Background: an optimization exercise with open tools, aiming at small area. Do not read the settings as production practice. Function was checked by simulation only, so behaviour that the tests miss may differ from the original. The clock port is modelled as an ideal driver, which makes a skipped or thinned clock tree look cheaper than it is; a real chip needs a root buffer or a tree. Power is estimated from default activity; no workload was simulated.

==> flow/design.v (excerpt) <==
module PWM(
input PCLK,
input PRESERN,  
input PSEL,  
input PENABLE,  
output wire PREADY,  
output wire PSLVERR,  
input PWRITE,  
input [31:0] PADDR,  
input wire [31:0] PWDATA,  
output wire [31:0] PRDATA,  
output reg power,
output reg pitch,
output reg yaw
);
clock: 4.0 ns
lec_check: 0
cap_margin: 0
core_margin: 2
core_utilization: 60
place_density: 0.75
slew_margin: 0
standard.sh (not shown) runs the stock make flow with config.mk's settings and CLKGATE_MAP_FILE= SYNTH_SCRIPT=/design/flow/synth_recipe.tcl, a recipe that flattens the netlist after the stock synthesis.
==> flow/flow/run.sh <==
#!/bin/bash
# Own layout flow: the standard ORFS flow (standard.sh), with these changes to how the
# layout is made:
#  * synthesis is the standard script, but the ABC step maps the combinational logic
#    with an area-oriented script (flow/area.abc) instead of ORFS's speed script;
#    registers, their names and cell types are untouched (mapped before ABC runs);
#  * the port buffers that ORFS inserts on every input and output use the smallest
#    buffer cell (buf_1) instead of the default choice;
#  * clock tree synthesis uses smaller clock buffers and no dummy loads, and its tree is then
#    replaced by a flat one (flow/flat_clock.tcl): the clock port drives four clkbuf_16, each
#    driving the clock pins of a group of nearby registers.
# Each tool's output goes to its own log in this folder (ORFS keeps per-step logs under orfs/logs).
set -euo pipefail
cd "$(dirname "$0")/.."
W=$PWD
ABC_SCRIPT=$W/flow/area.abc

{
  echo 'proc synth {args} { yosys synth -nofsm -noshare {*}$args }'
  cat <<TCL
proc abc {args} {
  set i [lsearch -exact \$args -script]
  if { \$i >= 0 } { set args [lreplace \$args [expr {\$i+1}] [expr {\$i+1}] {$ABC_SCRIPT}] }
  puts "area abc: \$args"
  yosys abc {*}\$args
}
TCL
  tail -n +2 synth_recipe.tcl
} > own_synth.tcl

export BUFFER_PORTS_ARGS="-buffer_cell sky130_fd_sc_hd__buf_1"
export CTS_ARGS="-sink_clustering_enable -repair_clock_nets -dont_use_dummy_load -buf_list {sky130_fd_sc_hd__clkbuf_8}"
export POST_CTS_TCL=$W/flow/flat_clock.tcl
export MY_CLK_NBUF=4
export MY_CLK_BUF=sky130_fd_sc_hd__clkbuf_16
bash standard.sh SYNTH_SCRIPT=$W/own_synth.tcl finish > make_flow.log 2>&1
Other scripts of this flow, unchanged in this note and not shown: flow/flow/area.abc, flow/flow/flat_clock.tcl
The first run ran to the end with no violations.
Rerun with:
--- a/flow/config.mk
+++ b/flow/config.mk
@@ -8,5 +8,6 @@
 export CAP_MARGIN = 0
 export CORE_MARGIN = 2
-export CORE_UTILIZATION = 60
-export PLACE_DENSITY = 0.75
+export CORE_UTILIZATION = 40
+export GPL_TIMING_DRIVEN = 0
+export PLACE_DENSITY = 0.6
 export SLEW_MARGIN = 0
Outcome:
- The changed run completed with no timing, DRC or antenna violations
- combinational power climbs by 24%
- area after synthesis stays the same
- hold slack gains 0.010 ns
- cell count increases by 15%
- worst setup slack improves by 0.088 ns
- die area came out higher by 48%
Rerun with:
--- a/flow/config.mk
+++ b/flow/config.mk
@@ -8,6 +8,5 @@
 export CAP_MARGIN = 0
 export CORE_MARGIN = 2
-export CORE_UTILIZATION = 40
-export GPL_TIMING_DRIVEN = 0
-export PLACE_DENSITY = 0.6
+export CORE_UTILIZATION = 75
+export PLACE_DENSITY = 0.85
 export SLEW_MARGIN = 0
Effect: The changed run completed without violations. Global-route usage increases by 15 points. Register-to-register slack got worse by 0.09 ns. Core utilization went up by 37 points. Cell count went down by 18%. Sequential power is about the same. Clock skew is about the same. Wire length rose by 9.8%. Via count went up by 5.2%. Design area shrinks by 7.3%.
No run of this note takes its clock network from TritonCTS; it comes from the design's own scripts or RTL.


The RTL this note starts from:
==> flow/design.v <==
module PWM(
input PCLK,
input PRESERN,  
input PSEL,  
input PENABLE,  
output wire PREADY,  
output wire PSLVERR,  
input PWRITE,  
input [31:0] PADDR,  
input wire [31:0] PWDATA,  
output wire [31:0] PRDATA,  
output reg power,
output reg pitch,
output reg yaw
);
assign PSLVERR = 0;
assign PREADY = 1;
assign PRDATA = 0;
wire wr = PENABLE & PWRITE;
wire power_write_enable = wr & (PADDR[3:0] == 4'h0);
wire yaw_write_enable   = wr & (PADDR[3:0] == 4'h4);
wire pitch_write_enable = wr & (PADDR[3:0] == 4'h8);
wire big = |PWDATA[31:21];
wire [20:0] nload = ~({21{PRESERN}} & (PWDATA[20:0] | {21{big}}));
reg [19:0] mcnt;
reg [20:0] ycnt;
wire mwrap = &(mcnt | ~20'hF4240);
wire ywrap = &(ycnt | ~21'h1E8480);
always @(posedge PCLK) begin
	if (!PRESERN || mwrap)
		mcnt <= 0;
	else
		mcnt <= mcnt + 1'b1;
	if (!PRESERN || ywrap)
		ycnt <= 0;
	else
		ycnt <= ycnt + 1'b1;
end
function lt21(input [20:0] c, input [20:0] nd);
	integer i;
	reg k;
	begin
		k = 1'b1;
		for (i = 0; i < 21; i = i + 1)
			k = (c[i] & nd[i]) | ((c[i] | nd[i]) & k);
		lt21 = ~k;
	end
endfunction
reg [20:0] mnduty, ynduty, pnduty;   
always @(posedge PCLK) begin
	if (power_write_enable || !PRESERN) mnduty <= nload;
	if (yaw_write_enable   || !PRESERN) ynduty <= nload;
	if (pitch_write_enable || !PRESERN) pnduty <= nload;
end
always @(posedge PCLK) begin
	power <= PRESERN & lt21({1'b0, mcnt}, mnduty);
	yaw   <= PRESERN & lt21(ycnt, ynduty);
	pitch <= PRESERN & lt21(ycnt, pnduty);
end
endmodule
clock: 4.0 ns
lec_check: 0
cap_margin: 20
core_margin: 2
core_utilization: 40
place_density: 0.6
slew_margin: 20
==> flow/flow/run.sh <==
#!/bin/bash
# Own layout flow: the standard ORFS flow (standard.sh), with these changes to how the
# layout is made:
#  * synthesis is the standard script, but the ABC step maps the combinational logic
#    with an area-oriented script (flow/area.abc) instead of ORFS's speed script;
#    registers, their names and cell types are untouched (mapped before ABC runs);
#  * the port buffers that ORFS inserts on every input and output use the smallest
#    buffer cell (buf_1) instead of the default choice;
#  * clock tree synthesis uses smaller clock buffers and no dummy loads.
# Each tool's output goes to its own log in this folder (ORFS keeps per-step logs under orfs/logs).
set -euo pipefail
cd "$(dirname "$0")/.."
W=$PWD
ABC_SCRIPT=$W/flow/area.abc

{
  echo 'proc synth {args} { yosys synth -nofsm -noshare {*}$args }'
  cat <<TCL
proc abc {args} {
  set i [lsearch -exact \$args -script]
  if { \$i >= 0 } { set args [lreplace \$args [expr {\$i+1}] [expr {\$i+1}] {$ABC_SCRIPT}] }
  puts "area abc: \$args"
  yosys abc {*}\$args
}
TCL
  tail -n +2 synth_recipe.tcl
} > own_synth.tcl

export BUFFER_PORTS_ARGS="-buffer_cell sky130_fd_sc_hd__buf_1"
export CTS_ARGS="-sink_clustering_enable -repair_clock_nets -dont_use_dummy_load -buf_list {sky130_fd_sc_hd__clkbuf_4 sky130_fd_sc_hd__clkbuf_8} -sink_clustering_size 30 -sink_clustering_max_diameter 100"
bash standard.sh SYNTH_SCRIPT=$W/own_synth.tcl finish > make_flow.log 2>&1
==> flow/flow/area.abc <==
strash
&get -n
&st
&syn2
&dch -f
&nf -a
&put
topo
Rerun with:
--- a/flow/flow/run.sh
+++ b/flow/flow/run.sh
@@ -29,3 +29,3 @@
 export BUFFER_PORTS_ARGS="-buffer_cell sky130_fd_sc_hd__buf_1"
-export CTS_ARGS="-sink_clustering_enable -repair_clock_nets -dont_use_dummy_load -buf_list {sky130_fd_sc_hd__clkbuf_4 sky130_fd_sc_hd__clkbuf_8} -sink_clustering_size 30 -sink_clustering_max_diameter 100"
+export CTS_ARGS="-sink_clustering_enable -repair_clock_nets -dont_use_dummy_load -buf_list {sky130_fd_sc_hd__clkbuf_8}"
 bash standard.sh SYNTH_SCRIPT=$W/own_synth.tcl finish > make_flow.log 2>&1
Result: The changed run ran to the end with no violations; clock skew is unchanged; wire length stays the same; non-clock buffer count does not change; synthesized area is unchanged; count of clock-buffer cells in the layout is unchanged; utilization stays the same; final area is unchanged; worst hold slack does not change; first-iteration DRC count does not change.


RTL: one of the versions met above, not the one the previous note started from.
Size in the first run: ~370 cells after synthesis, ~110 I/O pins.
==> flow/config.mk <==
export PLATFORM = sky130hd
export DESIGN_NAME = PWM
export DESIGN_NICKNAME = PWM
export VERILOG_FILES = /design/flow/design.v
export SDC_FILE = /design/flow/constraint.sdc
export NUM_CORES = 4
export LEC_CHECK = 0
export CAP_MARGIN = 0
export CORE_MARGIN = 2
export CORE_UTILIZATION = 40
export PLACE_DENSITY = 0.6
export SLEW_MARGIN = 0
==> flow/constraint.sdc <==
create_clock -name core_clock -period 4.0 [get_ports {PCLK}]
set_input_delay 0.8000 -clock core_clock [delete_from_list [all_inputs] [get_ports {PCLK}]]
set_output_delay 0.8000 -clock core_clock [all_outputs]
set_load 0.01 [all_outputs]
==> flow/flow/run.sh <==
#!/bin/bash
# Own layout flow: the standard ORFS flow (standard.sh), with these changes to how the
# layout is made:
#  * synthesis is the standard script, but the ABC step maps the combinational logic
#    with an area-oriented script (flow/area.abc) instead of ORFS's speed script;
#    registers, their names and cell types are untouched (mapped before ABC runs);
#  * the port buffers that ORFS inserts on every input and output use the smallest
#    buffer cell (buf_1) instead of the default choice;
#  * clock tree synthesis uses smaller clock buffers and no dummy loads, and its tree is then
#    replaced by a flat one (flow/flat_clock.tcl): the clock port drives four clkbuf_16, each
#    driving the clock pins of a group of nearby registers.
# Each tool's output goes to its own log in this folder (ORFS keeps per-step logs under orfs/logs).
set -euo pipefail
cd "$(dirname "$0")/.."
W=$PWD
ABC_SCRIPT=$W/flow/area.abc

{
  echo 'proc synth {args} { yosys synth -nofsm -noshare {*}$args }'
  cat <<TCL
proc abc {args} {
  set i [lsearch -exact \$args -script]
  if { \$i >= 0 } { set args [lreplace \$args [expr {\$i+1}] [expr {\$i+1}] {$ABC_SCRIPT}] }
  puts "area abc: \$args"
  yosys abc {*}\$args
}
TCL
  tail -n +2 synth_recipe.tcl
} > own_synth.tcl

export BUFFER_PORTS_ARGS="-buffer_cell sky130_fd_sc_hd__buf_1"
export CTS_ARGS="-sink_clustering_enable -repair_clock_nets -dont_use_dummy_load -buf_list {sky130_fd_sc_hd__clkbuf_8}"
export POST_CTS_TCL=$W/flow/flat_clock.tcl
export MY_CLK_NBUF=4
export MY_CLK_BUF=sky130_fd_sc_hd__clkbuf_16
bash standard.sh SYNTH_SCRIPT=$W/own_synth.tcl finish > make_flow.log 2>&1
==> flow/flow/flat_clock.tcl <==
# POST_CTS hook (ORFS POST_CTS_TCL): replace the clock tree that CTS built with a flat one: the clock port drives
# MY_CLK_NBUF clock buffers directly, each placed at the centre of a group of sinks found by
# k-means on the sinks' positions (groups of at most ceil(sinks / buffers) sinks).
set nbuf [expr {[info exists ::env(MY_CLK_NBUF)] ? $::env(MY_CLK_NBUF) : 4}]
set bufm [expr {[info exists ::env(MY_CLK_BUF)] ? $::env(MY_CLK_BUF) : "sky130_fd_sc_hd__clkbuf_16"}]
set block [ord::get_db_block]
set clknet [$block findNet PCLK]

# undo the CTS tree: move every sink below a clock buffer back onto the clock net
proc undo_tree {block clknet} {
  set changed 1
  while {$changed} {
    set changed 0
    foreach it [$clknet getITerms] {
      set inst [$it getInst]
      set m [[$inst getMaster] getName]
      if {[string match "sky130_fd_sc_hd__clkbuf_*" $m] && [$it isInputSignal]} {
        set out [$inst findITerm X]
        set onet [$out getNet]
        set loads {}
        foreach lt [$onet getITerms] { if {[$lt isInputSignal]} { lappend loads $lt } }
        $it disconnect
        $out disconnect
        foreach lt $loads { $lt disconnect; $lt connect $clknet }
        odb::dbInst_destroy $inst
        odb::dbNet_destroy $onet
        set changed 1
      }
    }
  }
}
undo_tree $block $clknet

set sinks {}
foreach it [$clknet getITerms] {
  set inst [$it getInst]
  set bb [$inst getBBox]
  lappend sinks [list $it [expr {([$bb xMin]+[$bb xMax])/2}] [expr {([$bb yMin]+[$bb yMax])/2}]]
}
puts "clock sinks: [llength $sinks]"
set sorted [lsort -real -index 1 $sinks]
set cent {}
# start from a grid of seeds
set side [expr {int(ceil(sqrt($nbuf)))}]
set ys [lsort -real -index 2 $sinks]
for {set k 0} {$k < $nbuf} {incr k} {
  set s [lindex $sorted [expr {int(($k + 0.5) * [llength $sorted] / $nbuf)}]]
  set t [lindex $ys [expr {int((($k * 7 % $nbuf) + 0.5) * [llength $ys] / $nbuf)}]]
  lappend cent [list [lindex $s 1] [lindex $t 2]]
}
# k-means with a size cap, so that no buffer drives many more sinks than the others:
# each round, sink-centre pairs are taken nearest first and a sink goes to the nearest
# centre that still has room
set cap [expr {int(ceil(double([llength $sinks]) / $nbuf))}]
for {set iter 0} {$iter < 40} {incr iter} {
  set pairs {}
  set si 0
  foreach s $sinks {
    for {set k 0} {$k < $nbuf} {incr k} {
      set c [lindex $cent $k]
      lappend pairs [list [expr {hypot([lindex $s 1]-[lindex $c 0], [lindex $s 2]-[lindex $c 1])}] $si $k]
    }
    incr si
  }
  set pairs [lsort -real -index 0 $pairs]
  for {set k 0} {$k < $nbuf} {incr k} { set sx($k) 0; set sy($k) 0; set n($k) 0 }
  set assign [lrepeat [llength $sinks] -1]
  foreach p $pairs {
    set si [lindex $p 1]; set k [lindex $p 2]
    if {[lindex $assign $si] >= 0 || $n($k) >= $cap} { continue }
    lset assign $si $k
    set s [lindex $sinks $si]
    set sx($k) [expr {$sx($k) + [lindex $s 1]}]
    set sy($k) [expr {$sy($k) + [lindex $s 2]}]
    incr n($k)
  }
  set cent {}
  for {set k 0} {$k < $nbuf} {incr k} {
    if {$n($k) > 0} { lappend cent [list [expr {$sx($k)/$n($k)}] [expr {$sy($k)/$n($k)}]] } else { lappend cent {0 0} }
  }
}
set master [[ord::get_db] findMaster $bufm]
for {set k 0} {$k < $nbuf} {incr k} {
  set inst [odb::dbInst_create $block $master "clkbuf_flat_$k"]
  set net [odb::dbNet_create $block "clknet_flat_$k"]
  $net setSigType CLOCK
  [$inst findITerm A] connect $clknet
  [$inst findITerm X] connect $net
  set c [lindex $cent $k]
  $inst setLocation [expr {int([lindex $c 0])}] [expr {int([lindex $c 1])}]
  $inst setPlacementStatus PLACED
  set bufnet($k) $net
  puts "clock buffer $k: $n($k) sinks at $c"
}
set i 0
foreach s $sinks {
  set it [lindex $s 0]
  set k [lindex $assign $i]
  $it disconnect
  $it connect $bufnet($k)
  incr i
}
detailed_placement
check_placement -verbose
estimate_parasitics -placement
Scripts as last shown in full above: flow/flow/area.abc
The baseline completed without violations.
Edit:
--- a/flow/flow/flat_clock.tcl
+++ b/flow/flow/flat_clock.tcl
@@ -2,3 +2,3 @@
 # MY_CLK_NBUF clock buffers directly, each placed at the centre of a group of sinks found by
-# k-means on the sinks' positions (groups of at most ceil(sinks / buffers) sinks).
+# k-means on the sinks' positions.
 set nbuf [expr {[info exists ::env(MY_CLK_NBUF)] ? $::env(MY_CLK_NBUF) : 4}]
@@ -50,27 +50,16 @@
 }
-# k-means with a size cap, so that no buffer drives many more sinks than the others:
-# each round, sink-centre pairs are taken nearest first and a sink goes to the nearest
-# centre that still has room
-set cap [expr {int(ceil(double([llength $sinks]) / $nbuf))}]
-for {set iter 0} {$iter < 40} {incr iter} {
-  set pairs {}
-  set si 0
+for {set iter 0} {$iter < 50} {incr iter} {
+  for {set k 0} {$k < $nbuf} {incr k} { set sx($k) 0; set sy($k) 0; set n($k) 0 }
+  set assign {}
   foreach s $sinks {
+    set best 0; set bd 1e30
     for {set k 0} {$k < $nbuf} {incr k} {
       set c [lindex $cent $k]
-      lappend pairs [list [expr {hypot([lindex $s 1]-[lindex $c 0], [lindex $s 2]-[lindex $c 1])}] $si $k]
+      set d [expr {hypot([lindex $s 1]-[lindex $c 0], [lindex $s 2]-[lindex $c 1])}]
+      if {$d < $bd} { set bd $d; set best $k }
     }
-    incr si
-  }
-  set pairs [lsort -real -index 0 $pairs]
-  for {set k 0} {$k < $nbuf} {incr k} { set sx($k) 0; set sy($k) 0; set n($k) 0 }
-  set assign [lrepeat [llength $sinks] -1]
-  foreach p $pairs {
-    set si [lindex $p 1]; set k [lindex $p 2]
-    if {[lindex $assign $si] >= 0 || $n($k) >= $cap} { continue }
-    lset assign $si $k
-    set s [lindex $sinks $si]
-    set sx($k) [expr {$sx($k) + [lindex $s 1]}]
-    set sy($k) [expr {$sy($k) + [lindex $s 2]}]
-    incr n($k)
+    lappend assign $best
+    set sx($best) [expr {$sx($best) + [lindex $s 1]}]
+    set sy($best) [expr {$sy($best) + [lindex $s 2]}]
+    incr n($best)
   }
The changed run went through all stages and came out clean.
Total power goes down by 0.50%.
Critical path depth stays the same.
Design area stays the same.
Clock skew went up by 7.4 ps.
Routed wire length shrinks by 1.4%.
In every run of this note, the design's own scripts or RTL, not TritonCTS, make the clock network.

-- re-timing with driven ports --
How much do the figures lean on ideal ports? The routed layouts below were timed once more, with nothing changed but the port constraints. Step 1 assumes that a clkbuf_16 drives the clock port and a buf_2 every other input. Step 2 times the ports against the registers' clock, not the clock port: input delays grow and output delays shrink by t, the midpoint of the rising clock arrivals with the driver on. a / b / c = ideal ports / drivers / drivers and shift; a / b = the first two.
run	t, ns	setup WS [ns]	clock arrival spread, ns	slew at the worst register clock pin (ns)	pins driven straight from the clock port
the first run of note 1	0.232	0.834 / 0.834 / 0.834	0.006 / 0.005	0.09 / 0.09	4
the second run of note 1	0.237	0.921 / 0.921 / 0.921	0.017 / 0.017	0.11 / 0.11	4
the third run of note 1	0.236	0.829 / 0.829 / 0.829	0.011 / 0.010	0.10 / 0.10	4
the first run of note 2	0.374	1.217 / 1.217 / 1.217	0.026 / 0.025	0.10 / 0.10	1
the second run of note 2	0.374	1.217 / 1.217 / 1.217	0.026 / 0.025	0.10 / 0.10	1
the first run of note 3	0.241	0.936 / 0.936 / 0.936	0.019 / 0.020	0.11 / 0.11	4
the second run of note 3	0.242	0.905 / 0.905 / 0.905	0.028 / 0.028	0.12 / 0.12	4
After both steps setup and hold are still met in every run listed.
